From an optimization exercise on the open Yosys and OpenROAD flow, aimed at small area, a short achievable clock period and few clock cycles per item; shortcuts taken in it are not production practice.
At most, simulation tests tie the RTL to the original design; equivalence was not proved.

## sqrt
module sqrt #(parameter width=64)
(
input                           clk,
input                           rst_n,
input                           start,
input   [width - 1'b1 : 0]      sqrt_data,
output  [width/2 - 1'b1 : 0]    sqrt_o,
output                          done
);
reg                 idle;        
reg                 busy_o;      
reg                 first;       
reg  [63:0]         x;           
reg  [3:0]          n;           
reg  [3:0]          grp;         
reg  [31:0]         rem;         
reg  [31:0]         root;        
wire busy   = ~idle;
wire accept = start & idle;
assign done   = ~busy_o;
assign sqrt_o = root;
wire [15:0] nz;
genvar gi;
generate
    for (gi = 0; gi < 16; gi = gi + 1) begin : g_nz
        assign nz[gi] = |x[gi*4 +: 4];
    end
endgenerate
wire [7:0] lv1;
wire [7:0] lp1;
generate
    for (gi = 0; gi < 8; gi = gi + 1) begin : g_l1
        assign lv1[gi] = nz[2*gi+1] | nz[2*gi];
        assign lp1[gi] = nz[2*gi+1];
    end
endgenerate
wire [3:0] lv2;
wire [1:0] lp2 [0:3];
generate
    for (gi = 0; gi < 4; gi = gi + 1) begin : g_l2
        assign lv2[gi] = lv1[2*gi+1] | lv1[2*gi];
        assign lp2[gi] = lv1[2*gi+1] ? {1'b1, lp1[2*gi+1]} : {1'b0, lp1[2*gi]};
    end
endgenerate
wire [1:0] lv3;
wire [2:0] lp3 [0:1];
generate
    for (gi = 0; gi < 2; gi = gi + 1) begin : g_l3
        assign lv3[gi] = lv2[2*gi+1] | lv2[2*gi];
        assign lp3[gi] = lv2[2*gi+1] ? {1'b1, lp2[2*gi+1]} : {1'b0, lp2[2*gi]};
    end
endgenerate
wire [3:0] lead = lv3[1] ? {1'b1, lp3[1]} : {1'b0, lp3[0]};
wire [3:0] lead1 = {lead[3:1], lead[0] | (lead[3:1] == 3'd0)};
wire [3:0] c    = first ? lead1 : n;
wire       last = (c[3:1] == 3'd0);
wire [3:0] bo [0:3];
generate
    for (gi = 0; gi < 4; gi = gi + 1) begin : g_bank
        wire [15:0] bank = {x[(12+gi)*4 +: 4], x[(8+gi)*4 +: 4], x[(4+gi)*4 +: 4], x[gi*4 +: 4]};
        wire [1:0]  bsel = c[3:2] - (gi > c[1:0]);
        assign bo[gi] = bank[bsel*4 +: 4];
    end
endgenerate
wire [1:0] c0 = c[1:0];
wire [1:0] c1 = c[1:0] - 2'd1;
wire [1:0] c2 = c[1:0] - 2'd2;
wire [3:0] ghi  = bo[c0];
wire [3:0] glo  = bo[c1];
wire [3:0] gpre = bo[c2];
wire [7:0] v8 = {ghi, glo};
reg  [3:0] s8;
reg  [5:0] r0;
always @* begin
  ...
Size in the first run: about 100 I/O pins, roughly 0.0096 mm² of cells after synthesis.
clock: 30.0 ns
lec_check: 0
abc_area: 1
cap_margin: 20
core_margin: 2
core_utilization: 40
cts_buf_list: sky130_fd_sc_hd__clkbuf_4 sky130_fd_sc_hd__clkbuf_8
slew_margin: 20
standard.sh (not shown) runs the stock make flow with config.mk's settings and CLKGATE_MAP_FILE= SYNTH_SCRIPT=/design/flow/synth_recipe.tcl, a recipe that flattens the netlist after the stock synthesis.
==> flow/flow/run.sh <==
#!/bin/bash
# The standard layout, with each port buffered by a small buf_1 cell instead
# of the cell buffer_ports picks by default (clkdlybuf4s50_1).
set -euo pipefail
export BUFFER_PORTS_ARGS="-buffer_cell sky130_fd_sc_hd__buf_1"
bash standard.sh > standard.log 2>&1
Testbench counts at the start, summed over its fixed seeds: cycles 40,378, ops 4,800.
Then changed:
Settings changed: CORE_UTILIZATION 40 to 30, CTS_BUF_LIST sky130_fd_sc_hd__clkbuf_4 sky130_fd_sc_hd__clkbuf_8 to sky130_fd_sc_hd__clkbuf_8.
Result: Via count is higher by 1.2%. Worst hold slack gets worse by 0.0076 ns. Area after synthesis does not change. Global-route usage goes down by 3.0 points.
Then changed:
Settings changed: CORE_UTILIZATION 30 to 40.
- utilization goes up by 11 points
- routed wire length came out lower by a little under a tenth
- first-iteration DRC count goes up by about a fifth
Then changed:
Settings changed: CORE_UTILIZATION 40 to 65.
Outcome:
- clock skew drops by 0.0059 ns
- final area is lower by about 1.6%

sqrt, a different RTL version from the one above (not shown whole).
Size in the first run: roughly 940 cells after synthesis, about 140 flip-flops, ~100 I/O pins, roughly 0.0090 mm^2 of cells after synthesis.
==> flow/design.v (excerpt) <==
module sqrt #(parameter width=64)
(
input                           clk,
input                           rst_n,
input                           start,
input   [width - 1'b1 : 0]      sqrt_data,
output  [width/2 - 1'b1 : 0]    sqrt_o,
output                          done
);
==> flow/config.mk <==
export PLATFORM = sky130hd
export DESIGN_NAME = sqrt
export DESIGN_NICKNAME = sqrt
export VERILOG_FILES = /design/flow/design.v
export SDC_FILE = /design/flow/constraint.sdc
export NUM_CORES = 4
export LEC_CHECK = 0
export ABC_AREA = 1
export CAP_MARGIN = 20
export CORE_MARGIN = 2
export CORE_UTILIZATION = 40
export CTS_CLUSTER_DIAMETER = 150
export CTS_CLUSTER_SIZE = 40
export SLEW_MARGIN = 20
==> flow/constraint.sdc <==
create_clock -name core_clock -period 30.0 [get_ports {clk}]
set_input_delay 6.0000 -clock core_clock [delete_from_list [all_inputs] [get_ports {clk}]]
set_output_delay 6.0000 -clock core_clock [all_outputs]
set_load 0.01 [all_outputs]
Scripts as last shown in full above: flow/flow/run.sh
Testbench counts at the start, summed over its fixed seeds: cycles 44,815, ops 4,800.
Next try:
--- a/flow/config.mk
+++ b/flow/config.mk
@@ -10,5 +10,4 @@
 export CORE_MARGIN = 2
 export CORE_UTILIZATION = 40
-export CTS_CLUSTER_DIAMETER = 150
-export CTS_CLUSTER_SIZE = 40
+export CTS_BUF_LIST = sky130_fd_sc_hd__clkbuf_8 sky130_fd_sc_hd__clkbuf_16
 export SLEW_MARGIN = 20
Result: Core utilization is unchanged; register-to-register slack barely changes; synthesized cell count stays the same; sequential share of layout area does not change; final cell count does not change; via count is unchanged; hold slack does not change.
Next try:
--- a/flow/config.mk
+++ b/flow/config.mk
@@ -10,4 +10,3 @@
 export CORE_MARGIN = 2
 export CORE_UTILIZATION = 40
-export CTS_BUF_LIST = sky130_fd_sc_hd__clkbuf_8 sky130_fd_sc_hd__clkbuf_16
 export SLEW_MARGIN = 20
What happened: Design area stays the same. Worst setup slack stays the same. Count of clock-buffer cells in the layout is unchanged. Register-to-register slack stays flat. Final cell count is unchanged.
Next try:
--- a/flow/config.mk
+++ b/flow/config.mk
@@ -10,3 +10,4 @@
 export CORE_MARGIN = 2
 export CORE_UTILIZATION = 40
+export CTS_BUF_LIST = sky130_fd_sc_hd__clkbuf_8
 export SLEW_MARGIN = 20
What happened:
- core utilization goes down by 0.87 points
- final cell count is unchanged

The RTL this note starts from:
==> flow/design.v <==
module sqrt #(parameter width=64)
(
input                           clk,
input                           rst_n,
input                           start,
input   [width - 1'b1 : 0]      sqrt_data,
output  [width/2 - 1'b1 : 0]    sqrt_o,
output                          done
);
reg                 busy;        
reg                 done_r;      
reg                 first;       
reg  [63:0]         x;           
reg  [3:0]          idx;         
reg  [30:0]         rem;         
reg  [31:0]         root;        
wire idle   = ~busy;
wire accept = start & idle;
wire last   = (idx == 4'd0);
assign done   = done_r;
assign sqrt_o = root;
wire [15:0] nz;
genvar gi;
generate
    for (gi = 0; gi < 16; gi = gi + 1) begin : g_nz
        assign nz[gi] = |sqrt_data[gi*4 +: 4];
    end
endgenerate
wire [7:0] lv1;
wire [7:0] lp1;
generate
    for (gi = 0; gi < 8; gi = gi + 1) begin : g_l1
        assign lv1[gi] = nz[2*gi+1] | nz[2*gi];
        assign lp1[gi] = nz[2*gi+1];
    end
endgenerate
wire [3:0] lv2;
wire [1:0] lp2 [0:3];
generate
    for (gi = 0; gi < 4; gi = gi + 1) begin : g_l2
        assign lv2[gi] = lv1[2*gi+1] | lv1[2*gi];
        assign lp2[gi] = lv1[2*gi+1] ? {1'b1, lp1[2*gi+1]} : {1'b0, lp1[2*gi]};
    end
endgenerate
wire [1:0] lv3;
wire [2:0] lp3 [0:1];
generate
    for (gi = 0; gi < 2; gi = gi + 1) begin : g_l3
        assign lv3[gi] = lv2[2*gi+1] | lv2[2*gi];
        assign lp3[gi] = lv2[2*gi+1] ? {1'b1, lp2[2*gi+1]} : {1'b0, lp2[2*gi]};
    end
endgenerate
wire [3:0] lead = lv3[1] ? {1'b1, lp3[1]} : {1'b0, lp3[0]};
wire [3:0] grp = x[idx*4 +: 4];
wire [29:0] q0 = first ? 30'd0 : root[29:0];
wire [32:0] rp1 = {rem, grp[3:2]};
wire [33:0] d1  = {1'b0, rp1} - {2'b00, q0, 2'b01};
wire        b1  = d1[33];
wire [31:0] rem1 = b1 ? rp1[31:0] : d1[31:0];
wire [30:0] q1   = {q0, ~b1};
wire [33:0] rp2 = {rem1, grp[1:0]};
wire [34:0] d2  = {1'b0, rp2} - {2'b00, q1, 2'b01};
wire        b2  = d2[34];
wire [30:0] rem2 = b2 ? rp2[30:0] : d2[30:0];
wire idle_nx = accept ? 1'b0 : (idle | last);
always @(posedge clk or negedge rst_n) begin
    if (!rst_n) begin
        busy   <= 1'b0;
        done_r <= 1'b1;
    end else begin
        busy   <= ~idle_nx;
        done_r <= idle_nx;
    end
end
always @(posedge clk) begin
    first <= idle;
    if (idle) begin
        x    <= sqrt_data;
        idx  <= lead;
        rem  <= 31'd0;
    end else begin
        idx  <= idx - 1'b1;
        rem  <= rem2;
        root <= {q1, ~b2};
    end
end
endmodule
make LEC_CHECK=0 CAP_MARGIN=20 CORE_MARGIN=2 CORE_UTILIZATION=40 SLEW_MARGIN=20 finish   # period 30.0 ns
run.sh (not shown) runs the stock make flow with config.mk's settings and CLKGATE_MAP_FILE= SYNTH_SCRIPT=/design/flow/synth_recipe.tcl, a recipe that flattens the netlist after the stock synthesis.
Stock flow here: none of the scripts above is used.
Next try:
==> flow/flow/run.sh (new file) <==
#!/bin/bash
# The standard layout, with each port buffered by a small buf_1 cell instead
# of the cell buffer_ports picks by default (clkdlybuf4s50_1).
set -euo pipefail
export BUFFER_PORTS_ARGS="-buffer_cell sky130_fd_sc_hd__buf_1"
bash standard.sh > standard.log 2>&1
==> flow/standard.sh (new file) <==
#!/bin/bash
# synth_recipe.tcl (not shown) runs the flow's synth.tcl, then flattens the netlist and writes it again
# the make line also repeats each setting of config.mk as NAME=value (left out here)
make -C /OpenROAD-flow-scripts/flow DESIGN_CONFIG=/design/flow/config.mk WORK_HOME=/design/flow/orfs CLKGATE_MAP_FILE= SYNTH_SCRIPT=/design/flow/synth_recipe.tcl "${@:-finish}"
removed: flow/run.sh
Effect:
- cell area decreases by 5.7%
- hold slack barely changes
- non-clock buffer count stays the same
- setup slack degrades by 55 ps
- sequential cell count does not change
- via count decreases by about 1.8%
- die area is unchanged
- count of clock-buffer cells in the layout stays the same
Function was not checked in any run of this note: the RTL went through the layout flow alone.

## re-timing with driven ports
The results above use ideal ports. As a check the final layouts listed here were re-extracted and re-timed, cells and wires unchanged. Step 1, drivers: a clkbuf_16 drives clk and a buf_2 each remaining input, both assumed. Step 2 also shifts input and output timing later by t, the mid clock arrival at the registers, as if the neighbouring blocks saw the same clock. Slacks: ideal / step 1 / step 2; pairs: ideal / step 1.
run | t (ns) | slack for setup (ns) | slew at the worst register clock pin (ns)
the first run of note 1 | 0.481 | 22.884 / 22.844 / 23.182 | 0.10 / 0.10
the second run of note 1 | 0.516 | 22.799 / 22.759 / 23.275 | 0.09 / 0.09
the third run of note 1 | 0.481 | 22.884 / 22.844 / 23.182 | 0.10 / 0.10
the fourth run of note 1 | 0.490 | 22.822 / 22.783 / 22.919 | 0.09 / 0.09
the first run of note 2 | 0.467 | 22.940 / 22.896 / 23.362 | 0.07 / 0.07
the second run of note 2 | 0.467 | 22.940 / 22.896 / 23.362 | 0.07 / 0.07
the third run of note 2 | 0.467 | 22.940 / 22.896 / 23.362 | 0.07 / 0.07
the fourth run of note 2 | 0.486 | 22.905 / 22.864 / 23.350 | 0.10 / 0.10
the first run of note 3 | 0.466 | 22.121 / 22.121 / 21.792 | 0.07 / 0.07
the second run of note 3 | 0.472 | 22.066 / 22.066 / 22.066 | 0.07 / 0.07
After both steps setup and hold are still met in every run listed. The setup slack of the first run of note 3, which loses most, moves by 0.000 ns with the drivers and by -0.329 ns with both steps.
